Background: an optimization exercise with open tools, aiming at a short achievable clock period and few clock cycles. Do not read the settings as production practice.
The RTL was checked by simulation tests, not by an equivalence proof against the original design.

==> garnet: inputs <==
## Top
module Top(
    input clk, rst,
    input forwardingEn,
    output [31:0] instAddr,
    input [31:0] instData,
    output wbValid,
    output [3:0] wbDest,
    output [31:0] wbData,
    input [15:0] SRAM_DQ_in,
    output [15:0] SRAM_DQ_out,
    output [17:0] SRAM_ADDR,
    output SRAM_UB_N,
    output SRAM_LB_N,
    output SRAM_WE_N,
    output SRAM_CE_N,
    output SRAM_OE_N
);
    localparam CN = 16;              
    assign {SRAM_UB_N, SRAM_LB_N, SRAM_CE_N, SRAM_OE_N} = 4'b0000;
    localparam R_ARI = 3'd0, R_AND = 3'd1, R_ORR = 3'd2, R_EOR = 3'd3,
               R_MOV = 3'd4, R_MVN = 3'd5;
    function condPass(input [3:0] c, input [3:0] f);
        reg n, z, cf, v;
        begin
            {n, z, cf, v} = f;
            case (c)
                4'b0000: condPass = z;
                4'b0001: condPass = ~z;
                4'b0010: condPass = cf;
                4'b0011: condPass = ~cf;
                4'b0100: condPass = n;
                4'b0101: condPass = ~n;
                4'b0110: condPass = v;
                4'b0111: condPass = ~v;
                4'b1000: condPass = cf & ~z;
                4'b1001: condPass = ~cf | z;
                4'b1010: condPass = (n == v);
                4'b1011: condPass = (n != v);
                4'b1100: condPass = ~z & (n == v);
                4'b1101: condPass = z & (n != v);
                4'b1110: condPass = 1'b1;
                default: condPass = 1'b0;
            endcase
        end
    endfunction
    function [32:0] ksCarry(input [32:0] g, input [32:0] p);
        integer l, j;
        reg [32:0] gg, pp, ng, np;
        begin
            gg = g; pp = p;
            for (l = 1; l < 33; l = l * 2) begin
                ng = gg; np = pp;
                for (j = l; j < 33; j = j + 1) begin
  ...
clock: 13.0 ns
lec_check: 0
cap_margin: 20
core_margin: 2
core_utilization: 40
slew_margin: 20
standard.sh (not shown) runs the stock make flow with config.mk's settings and CLKGATE_MAP_FILE= SYNTH_SCRIPT=/design/flow/synth_recipe.tcl, a recipe that flattens the netlist after the stock synthesis.
==> flow/flow/run.sh <==
#!/bin/bash
# The standard layout (the standard.sh: standard synthesis, ORFS floorplan to
# finish), with ORFS's timing repair aimed below the clock period. The SDC and
# the clock period are unchanged; only repair_timing's setup margin is raised.
set -euo pipefail
bash standard.sh SETUP_SLACK_MARGIN=9 TNS_END_PERCENT=100 finish > standard_flow.log 2>&1
==> violet (differences from garnet) <==
--- a/flow/design.v
+++ b/flow/design.v
@@ -58,23 +58,27 @@
             end
             ksCarry = gg;
         end
     endfunction
     reg [31:0] pc;
     reg [31:0] ir, pcD;
     reg vD, dPred;       
     reg [3:0] irRs2;     
+    reg [31:0] rdA, rdR;     
     reg vE;
     reg [3:0] eCond, eDest;
     reg eS, eWb, eLoad, eStore, eBr, ePred;
     reg [2:0] eRes;
     reg eSub, eUseC, eArith;
     reg [31:0] eA, eR, eB, eTgt, eP4;
     reg eFwdMA, eFwdWA, eFwdMR, eFwdWR, eFwdMB, eFwdWB;
+    reg ePre, eEq, eLogN, eLogZ;
+    reg eLoIss;              
+    reg [16:0] eEW;          
     reg mWbV, mLoad, mStore;
     reg [3:0] mDest;
     reg [31:0] mRes, mSD;
     reg wV;              
     reg [3:0] wDest;
     reg [31:0] wData;
     reg oV;
     reg [3:0] oDest;
@@ -87,16 +91,17 @@
     assign instAddr = pc;
     assign wbValid = oV;
     assign wbDest = oDest;
     assign wbData = oData;
     wire memStall;
     wire idStall;
     wire eExecWb;
     wire [3:0] fCond = instData[31:28];
+    wire [3:0] fRs2 = (instData[27:26] == 2'b01 && !instData[20]) ? instData[15:12] : instData[3:0];
     wire fIsBr = (instData[27:26] == 2'b10);
     wire fStable = ~(vE & eS) & ~(vD & dS);
     wire fNear = (instData[23:7] == 17'h00000) | (instData[23:7] == 17'h1ffff);
     reg [31:0] fTab;
     integer fk;
     always @(*) begin
         for (fk = 0; fk < 16; fk = fk + 1) begin
             fTab[fk] = fStable ? condPass(fk[3:0], flags) : (fk == 14);           
@@ -142,18 +147,18 @@
     wire dWb = (dIsDP & ~(dOpc == 4'b1010 || dOpc == 4'b1000 || dOpc == 4'b0011)) | dLoad;
     wire dS = dIsDP & dSb;
     wire useA = vD & (dIsMem | (dIsDP & dUsesA));
     wire useR = vD & ((dIsDP & ~dI) | dStore);
     function [31:0] rfRead(input [3:0] r);
         rfRead = (r == 4'd15) ? 32'd0 : (rfW[r] ? rf[r] : {28'd0, r});
     endfunction
     wire mAluWb = mWbV & ~mLoad;
-    wire [31:0] dA = (mAluWb && mDest == dRn) ? mRes : (wV && wDest == dRn) ? wData : rfRead(dRn);
-    wire [31:0] dR = (mAluWb && mDest == dRs2) ? mRes : (wV && wDest == dRs2) ? wData : rfRead(dRs2);
+    wire [31:0] dA = (mAluWb && mDest == dRn) ? mRes : (wV && wDest == dRn) ? wData : rdA;
+    wire [31:0] dR = (mAluWb && mDest == dRs2) ? mRes : (wV && wDest == dRs2) ? wData : rdR;
     wire [63:0] dRotD = {24'd0, ir[7:0], 24'd0, ir[7:0]} >> {ir[11:8], 1'b0};
     wire [31:0] dMemImm = {{20{ir[11]}}, ir[11:0]} - 32'd1024;
     wire [31:0] dImm = dIsMem ? dMemImm : dRotD[31:0];
     wire [1:0] dShT = ir[6:5];
     wire [4:0] dShA = ir[11:7];
     reg [31:0] dShv;
     wire [63:0] dRorD = {dR, dR} >> dShA;
     always @(*) begin
@@ -168,56 +173,77 @@
     wire [31:0] dB = dUseImm ? dImm : dShv;
     wire dShifted = dIsDP & ~dI & (dShA != 5'd0);
     wire dFwdMA = eExecWb & (eDest == dRn);
     wire dFwdMR = eExecWb & (eDest == dRs2);
     wire dFwdWA = mWbV & mLoad & (mDest == dRn) & (mDest != 4'd15);
     wire dFwdWR = mWbV & mLoad & (mDest == dRs2) & (mDest != 4'd15);
     wire dFwdMB = dFwdMR & ~dUseImm;
     wire dFwdWB = dFwdWR & ~dUseImm;
+    wire dEarly = vD & dLoad & ~dFwdMA & ~dFwdWA;
+    wire [18:0] dEA = dA[18:0] + dMemImm[18:0];
+    wire dPre = dUseImm & ~dFwdMA & ~dFwdWA;
+    reg [31:0] dLres;
+    always @(*) begin
+        case (dRes)
+            R_AND: dLres = dA & dImm;
+            R_ORR: dLres = dA | dImm;
+            R_EOR: dLres = dA ^ dImm;
+            R_MVN: dLres = ~dImm;
+            default: dLres = dImm;
+        endcase
+    end
     reg fwdEn;
     always @(posedge clk) fwdEn <= forwardingEn;
     wire hzE = vE & (eLoad | (~fwdEn & eWb));
     wire hzM = ~fwdEn & mWbV;
     assign idStall = (useA & ((hzE & eDest == dRn) | (hzM & mDest == dRn))) |
                      (useR & ((hzE & eDest == dRs2) | (hzM & mDest == dRs2))) |
                      (vD & dShifted & (dFwdMR | dFwdWR));
     wire [31:0] dPcP4 = pcD + 32'd4;
     wire [29:0] dOff = {{6{ir[23]}}, ir[23:0]};
     wire [32:0] dCy = ksCarry({3'b0, pcD[31:2] & dOff, 1'b1}, {3'b0, pcD[31:2] ^ dOff, 1'b0});
     wire [31:0] dTarget = {pcD[31:2] ^ dOff ^ dCy[29:0], pcD[1:0]};
-    wire dStable = ~(vE & eS);
-    wire dPredF = dStable ? condPass(dCond, flags)
+    wire dStable = ~(vE & eS) | ~ePass;
+    wire dLogicS = ~eArith & ePre;
+    wire dZSub = eSub & ~eUseC & ePre & (dCond[3:1] == 3'b000);    
+    wire [3:0] eFlagsLogic = {eLogN, eLogZ, 2'b00};
+    wire [3:0] eFlagsZSub = {flags[3], eEq, flags[1:0]};
+    wire dPredF = dStable ? condPass(dCond, flags) :
+                  dLogicS ? condPass(dCond, eFlagsLogic) :
+                  dZSub ? condPass(dCond, eFlagsZSub)
                           : (dCond == 4'b1110 || (ir[23] && dCond != 4'b1111));
     wire [8:0] dLow = {1'b0, pcD[9:2]} + {1'b0, ir[7:0]} + 9'd1;
     wire dPageX = (dLow[8] != ir[7]);
     wire idRedirect = vD & dIsBr & ((dPredF != dPred) | (dPred & dPageX));
     wire [31:0] idRedirPc = dPredF ? dTarget : dPcP4;
     wire [31:0] fa = eFwdMA ? mRes : eFwdWA ? wData : eA;
     wire [31:0] fr = eFwdMR ? mRes : eFwdWR ? wData : eR;
-    wire [31:0] b = eFwdMB ? mRes : eFwdWB ? wData : eB;
-    wire [31:0] bx = eSub ? ~b : b;
+    wire [31:0] bx = eFwdMB ? (mRes ^ {32{eSub}}) : eFwdWB ? (wData ^ {32{eSub}}) : eB;
     wire cin = eUseC ? flags[1] : eSub;
     wire [32:0] kc = ksCarry({fa & bx, cin}, {fa ^ bx, 1'b0});
     wire [31:0] px = fa ^ bx;
     wire [32:0] sum = {kc[32], px ^ kc[31:0]};
     reg [31:0] res;
+    reg [31:0] lres;     
     always @(*) begin
         case (eRes)
-            R_ARI: res = sum[31:0];
-            R_AND: res = fa & b;
-            R_ORR: res = fa | b;
-            R_EOR: res = fa ^ b;
-            R_MVN: res = ~b;
-            default: res = b;
+            R_AND: lres = fa & bx;       
+            R_ORR: lres = fa | bx;
+            R_EOR: lres = fa ^ bx;
+            R_MVN: lres = ~bx;
+            default: lres = bx;
         endcase
     end
+    always @(*) begin
+        res = (eRes == R_ARI) ? sum[31:0] : lres;
+    end
     wire fN = res[31];
     wire fC = eArith & (sum[32] ^ eSub);
-    wire fV = eArith & (fa[31] == bx[31]) & (res[31] != fa[31]);
+    wire fV = eArith & (kc[31] ^ kc[32]);    
     wire ePass = condPass(eCond, flags);
     wire eExec = vE & ePass;
     assign eExecWb = eExec & eWb;
     wire exRedirect = vE & eBr & (ePass ^ ePred) & ~memStall;
     wire [31:0] exRedirPc = ePass ? eTgt : eP4;
     wire exLoadGo = eExec & eLoad & ~memStall;    
     reg [31:0] cData [0:CN-1];
     reg [16:0] cTag [0:CN-1];        
@@ -248,64 +274,74 @@
     always @(*) begin
         conflict = 1'b0;
         for (k = 0; k < SBN; k = k + 1)
             if (sbValid[k] && sbAddr[k] == mWord)
                 conflict = 1'b1;
     end
     reg [1:0] ldStep;
     reg specLo;           
+    reg mEarly;           
     reg [15:0] loLatch;
     wire ldMiss0 = mLoad & (ldStep == 2'd0) & ~hit;
+    wire ldEarlyMiss = ldMiss0 & mEarly & ~conflict & ~ldWait;
     assign memStall = (ldMiss0) | (mLoad & (ldStep == 2'd1 || ldStep == 2'd2)) |
                       (mStore & sbFull);
     wire ldDone = mLoad & ((ldStep == 2'd0 & hit) | ldStep == 2'd3);
     wire [31:0] ldData = (ldStep == 2'd3) ? {SRAM_DQ_in, loLatch} : cHitData;
     wire cFill = mLoad & (ldStep == 2'd3);
     wire cWr = sbPush | cFill;
     wire [31:0] cWrData = sbPush ? mSD : ldData;
     wire [CN-1:0] cWrSel = hit ? cMatch : ({{(CN-1){1'b0}}, 1'b1} << cPtr);
-    wire ldIssue0 = ldMiss0 & ~conflict & ~ldWait;   
+    wire ldIssue0 = ldMiss0 & ~conflict & ~ldWait & ~mEarly;   
     wire ldPortReq = ldIssue0 | (ldStep == 2'd1);
     wire ldPortHi = (ldIssue0 & specLo) | (ldStep == 2'd1);
     wire sbPush = mStore & ~sbFull;
     reg ldWait;
-    wire exLoadCand = vE & eLoad & ~ldWait & ~(mStore & sbFull);
-    wire ldReserve = (mLoad & (ldStep == 2'd0) & ~ldWait) | (ldStep == 2'd1);
-    wire drain = ~ldReserve & ~exLoadCand & (sbCount != 0);
+    wire portFree = ~ldWait & ~(mStore & sbFull);
+    wire eHiReq = vE & eLoad & eLoIss & portFree;
+    wire exLoadCand = vE & eLoad & ~eLoIss & portFree;
+    wire dLoReq = dEarly & portFree;
+    wire dLoGrant = dLoReq & ~ldPortReq & ~eHiReq & ~exLoadCand;
+    wire ldReserve = (mLoad & (ldStep == 2'd0) & ~ldWait & ~mEarly) | (ldStep == 2'd1);
+    wire drain = ~ldReserve & ~eHiReq & ~exLoadCand & ~dLoReq & (sbCount != 0);
     wire sbPop = drain & wrHalf;
     reg [17:0] sAddr;
     reg [15:0] sDq;
     reg sWe;             
     assign SRAM_ADDR = sAddr;
     assign SRAM_DQ_out = sDq;
     assign SRAM_WE_N = ~sWe;
     always @(posedge clk or posedge rst) begin
         if (rst) begin
             sWe <= 1'b0;
             wrHalf <= 1'b0;
             ldStep <= 2'd0;
             specLo <= 1'b0;
+            mEarly <= 1'b0;
             ldWait <= 1'b0;
             sbHead <= 2'd0;
             sbTail <= 2'd0;
             sbCount <= 3'd0;
             sbValid <= {SBN{1'b0}};
         end else begin
             specLo <= 1'b0;
             sWe <= 1'b0;
             ldWait <= ldMiss0 & conflict;
-            specLo <= exLoadGo;
+            if (!memStall) mEarly <= eExec & eLoad & eLoIss;
+            else if (ldMiss0 & conflict) mEarly <= 1'b0;
+            specLo <= exLoadGo & ~eLoIss;
             if (drain) begin
                 sWe <= 1'b1;
                 wrHalf <= ~wrHalf;
             end
             if (mLoad) begin
                 case (ldStep)
-                    2'd0: if (ldIssue0) ldStep <= specLo ? 2'd2 : 2'd1;
+                    2'd0: if (ldEarlyMiss) ldStep <= 2'd3;
+                          else if (ldIssue0) ldStep <= specLo ? 2'd2 : 2'd1;
                     2'd1: ldStep <= 2'd2;
                     2'd2: ldStep <= 2'd3;
                     default: ldStep <= 2'd0;
                 endcase
             end
             if (sbPop) begin
                 sbHead <= sbHead + 2'd1;
                 sbValid[sbHead] <= 1'b0;
@@ -315,25 +351,29 @@
                 sbValid[sbTail] <= 1'b1;
             end
             sbCount <= sbCount + {2'd0, sbPush} - {2'd0, sbPop};
         end
     end
     always @(posedge clk) begin
         if (ldPortReq) begin
             sAddr <= {mWord, ldPortHi};
+        end else if (eHiReq) begin
+            sAddr <= {eEW, 1'b1};
         end else if (exLoadCand) begin
             sAddr <= {res[18:2], 1'b0};
+        end else if (dLoReq) begin
+            sAddr <= {dEA[18:2], 1'b0};
         end else if (sbCount != 0) begin
             sAddr <= {sbAddr[sbHead], wrHalf};
         end else begin
             sAddr <= {sbAddr[sbHead], wrHalf};    
         end
         sDq <= wrHalf ? sbData[sbHead][31:16] : sbData[sbHead][15:0];
-        if (mLoad && ldStep == 2'd2) loLatch <= SRAM_DQ_in;
+        if ((mLoad && ldStep == 2'd2) || ldEarlyMiss) loLatch <= SRAM_DQ_in;
         if (sbPush) begin
             sbAddr[sbTail] <= mWord;
             sbData[sbTail] <= mSD;
         end
         for (ci = 0; ci < CN; ci = ci + 1)
             if (cWr && cWrSel[ci]) begin
                 cData[ci] <= cWrData;
                 cTag[ci] <= mWord;
@@ -394,48 +434,60 @@
             end
             wV <= mWbV & ~memStall & (mDest != 4'd15);
             oV <= mWbV & ~memStall;
         end
     end
     always @(posedge clk) begin
         if (!(memStall || idStall) && !exRedirect) begin
             ir <= instData;
-            irRs2 <= (instData[27:26] == 2'b01 && !instData[20]) ? instData[15:12] : instData[3:0];
+            irRs2 <= fRs2;
             pcD <= pc;
             dPred <= fTaken;
+            rdA <= (wV && wDest == instData[19:16]) ? wData : rfRead(instData[19:16]);
+            rdR <= (wV && wDest == fRs2) ? wData : rfRead(fRs2);
+        end else begin
+            if (wV && wDest == dRn) rdA <= wData;
+            if (wV && wDest == dRs2) rdR <= wData;
         end
         if (!memStall) begin
             eCond <= dCond;
             eDest <= dRd;
             eS <= dS;
             eWb <= dWb;
             eLoad <= dLoad;
             eStore <= dStore;
             eBr <= dIsBr;
             ePred <= dPredF;
             eRes <= dRes;
             eSub <= dSub;
             eUseC <= dUseC;
             eArith <= dArith;
             eA <= dA;
             eR <= dR;
-            eB <= dB;
+            eB <= dSub ? ~dB : dB;
+            ePre <= dPre;
+            eLoIss <= dLoGrant;
+            eEW <= dEA[18:2];
+            eEq <= (dA == dImm);
+            eLogN <= dLres[31];
+            eLogZ <= (dLres == 32'd0);
             eFwdMA <= dFwdMA;
             eFwdWA <= dFwdWA;
             eFwdMR <= dFwdMR;
             eFwdWR <= dFwdWR;
             eFwdMB <= dFwdMB;
             eFwdWB <= dFwdWB;
             eTgt <= dTarget;
             eP4 <= dPcP4;
         end else begin
             eA <= fa;
             eR <= fr;
-            eB <= b;
+            eB <= bx;
+            eLoIss <= 1'b0;
             eFwdMA <= 1'b0;
             eFwdWA <= 1'b0;
             eFwdMR <= 1'b0;
             eFwdWR <= 1'b0;
             eFwdMB <= 1'b0;
             eFwdWB <= 1'b0;
         end
         if (!memStall) begin
==> flow/flow/run.sh (replaced) <==
#!/bin/bash
# The standard layout (the standard.sh: standard synthesis, ORFS floorplan to
# finish), with ORFS's timing repair aimed below the clock period, port buffers
# of a regular buffer cell, and sizing not tied to the cell footprint. The SDC
# and the clock period are unchanged.
set -euo pipefail
bash standard.sh SETUP_SLACK_MARGIN=9 TNS_END_PERCENT=100 MATCH_CELL_FOOTPRINT=0 \
  'BUFFER_PORTS_ARGS=-buffer_cell sky130_fd_sc_hd__buf_4' finish > standard_flow.log 2>&1
- CORE_UTILIZATION: 40 -> 50
==> quartz (differences from garnet) <==
--- a/flow/design.v
+++ b/flow/design.v
@@ -179,45 +179,47 @@
     wire hzM = ~fwdEn & mWbV;
     assign idStall = (useA & ((hzE & eDest == dRn) | (hzM & mDest == dRn))) |
                      (useR & ((hzE & eDest == dRs2) | (hzM & mDest == dRs2))) |
                      (vD & dShifted & (dFwdMR | dFwdWR));
     wire [31:0] dPcP4 = pcD + 32'd4;
     wire [29:0] dOff = {{6{ir[23]}}, ir[23:0]};
     wire [32:0] dCy = ksCarry({3'b0, pcD[31:2] & dOff, 1'b1}, {3'b0, pcD[31:2] ^ dOff, 1'b0});
     wire [31:0] dTarget = {pcD[31:2] ^ dOff ^ dCy[29:0], pcD[1:0]};
-    wire dStable = ~(vE & eS);
+    wire dStable = ~(vE & eS) | ~ePass;
     wire dPredF = dStable ? condPass(dCond, flags)
                           : (dCond == 4'b1110 || (ir[23] && dCond != 4'b1111));
     wire [8:0] dLow = {1'b0, pcD[9:2]} + {1'b0, ir[7:0]} + 9'd1;
     wire dPageX = (dLow[8] != ir[7]);
     wire idRedirect = vD & dIsBr & ((dPredF != dPred) | (dPred & dPageX));
     wire [31:0] idRedirPc = dPredF ? dTarget : dPcP4;
     wire [31:0] fa = eFwdMA ? mRes : eFwdWA ? wData : eA;
     wire [31:0] fr = eFwdMR ? mRes : eFwdWR ? wData : eR;
-    wire [31:0] b = eFwdMB ? mRes : eFwdWB ? wData : eB;
-    wire [31:0] bx = eSub ? ~b : b;
+    wire [31:0] bx = eFwdMB ? (mRes ^ {32{eSub}}) : eFwdWB ? (wData ^ {32{eSub}}) : eB;
     wire cin = eUseC ? flags[1] : eSub;
     wire [32:0] kc = ksCarry({fa & bx, cin}, {fa ^ bx, 1'b0});
     wire [31:0] px = fa ^ bx;
     wire [32:0] sum = {kc[32], px ^ kc[31:0]};
     reg [31:0] res;
+    reg [31:0] lres;     
     always @(*) begin
         case (eRes)
-            R_ARI: res = sum[31:0];
-            R_AND: res = fa & b;
-            R_ORR: res = fa | b;
-            R_EOR: res = fa ^ b;
-            R_MVN: res = ~b;
-            default: res = b;
+            R_AND: lres = fa & bx;       
+            R_ORR: lres = fa | bx;
+            R_EOR: lres = fa ^ bx;
+            R_MVN: lres = ~bx;
+            default: lres = bx;
         endcase
     end
+    always @(*) begin
+        res = (eRes == R_ARI) ? sum[31:0] : lres;
+    end
     wire fN = res[31];
     wire fC = eArith & (sum[32] ^ eSub);
-    wire fV = eArith & (fa[31] == bx[31]) & (res[31] != fa[31]);
+    wire fV = eArith & (kc[31] ^ kc[32]);    
     wire ePass = condPass(eCond, flags);
     wire eExec = vE & ePass;
     assign eExecWb = eExec & eWb;
     wire exRedirect = vE & eBr & (ePass ^ ePred) & ~memStall;
     wire [31:0] exRedirPc = ePass ? eTgt : eP4;
     wire exLoadGo = eExec & eLoad & ~memStall;    
     reg [31:0] cData [0:CN-1];
     reg [16:0] cTag [0:CN-1];        
@@ -413,29 +415,29 @@
             eBr <= dIsBr;
             ePred <= dPredF;
             eRes <= dRes;
             eSub <= dSub;
             eUseC <= dUseC;
             eArith <= dArith;
             eA <= dA;
             eR <= dR;
-            eB <= dB;
+            eB <= dSub ? ~dB : dB;
             eFwdMA <= dFwdMA;
             eFwdWA <= dFwdWA;
             eFwdMR <= dFwdMR;
             eFwdWR <= dFwdWR;
             eFwdMB <= dFwdMB;
             eFwdWB <= dFwdWB;
             eTgt <= dTarget;
             eP4 <= dPcP4;
         end else begin
             eA <= fa;
             eR <= fr;
-            eB <= b;
+            eB <= bx;
             eFwdMA <= 1'b0;
             eFwdWA <= 1'b0;
             eFwdMR <= 1'b0;
             eFwdWR <= 1'b0;
             eFwdMB <= 1'b0;
             eFwdWB <= 1'b0;
         end
         if (!memStall) begin
==> summary of the runs <==
The highest global-route usage belongs to violet, the lowest to quartz.
In violet the count of clock-buffer cells in the layout is higher than in quartz, by 23.
Utilization, lowest first: garnet, quartz, violet.
Non-clock buffer count, lowest first: garnet, quartz, violet.
The lowest hold slack belongs to violet, the highest to quartz.
Critical path depth: violet > quartz > garnet.
Testbench counts of garnet, summed over its fixed seeds: cycles 18,893.
Testbench counts of violet, summed over its fixed seeds: cycles 18,224.
Testbench counts of quartz, summed over its fixed seeds: cycles 18,879.

[afterwards: timing with drivers on the ports]
In the flow no input, the clock included, has a driving cell. The finished layouts below were timed again as built, in two steps. Step 1 assumes that a clkbuf_16 drives the clock port and a buf_2 every other input. Step 2 moves the port delays by t, midway between the first and last clock arrival at a register: inputs arrive t later, outputs are due t later. That takes back most of the time a late clock gives input paths. Slacks: no drivers / after step 1 / after step 2; pairs: no drivers / after step 1.
run	t (ns)	setup slack, ns	worst setup path after step 2	worst register clock-pin slew, ns
garnet	0.967	8.539 / 8.539 / 7.691	input to register	0.07 / 0.07
violet	0.969	8.216 / 8.216 / 7.521	input to register	0.08 / 0.08
quartz	1.010	8.469 / 8.469 / 7.911	input to register	0.08 / 0.08
After both steps every run listed still meets setup and hold. The setup slack of garnet, which loses most, moves by 0.000 ns with the drivers and by -0.848 ns with both steps.
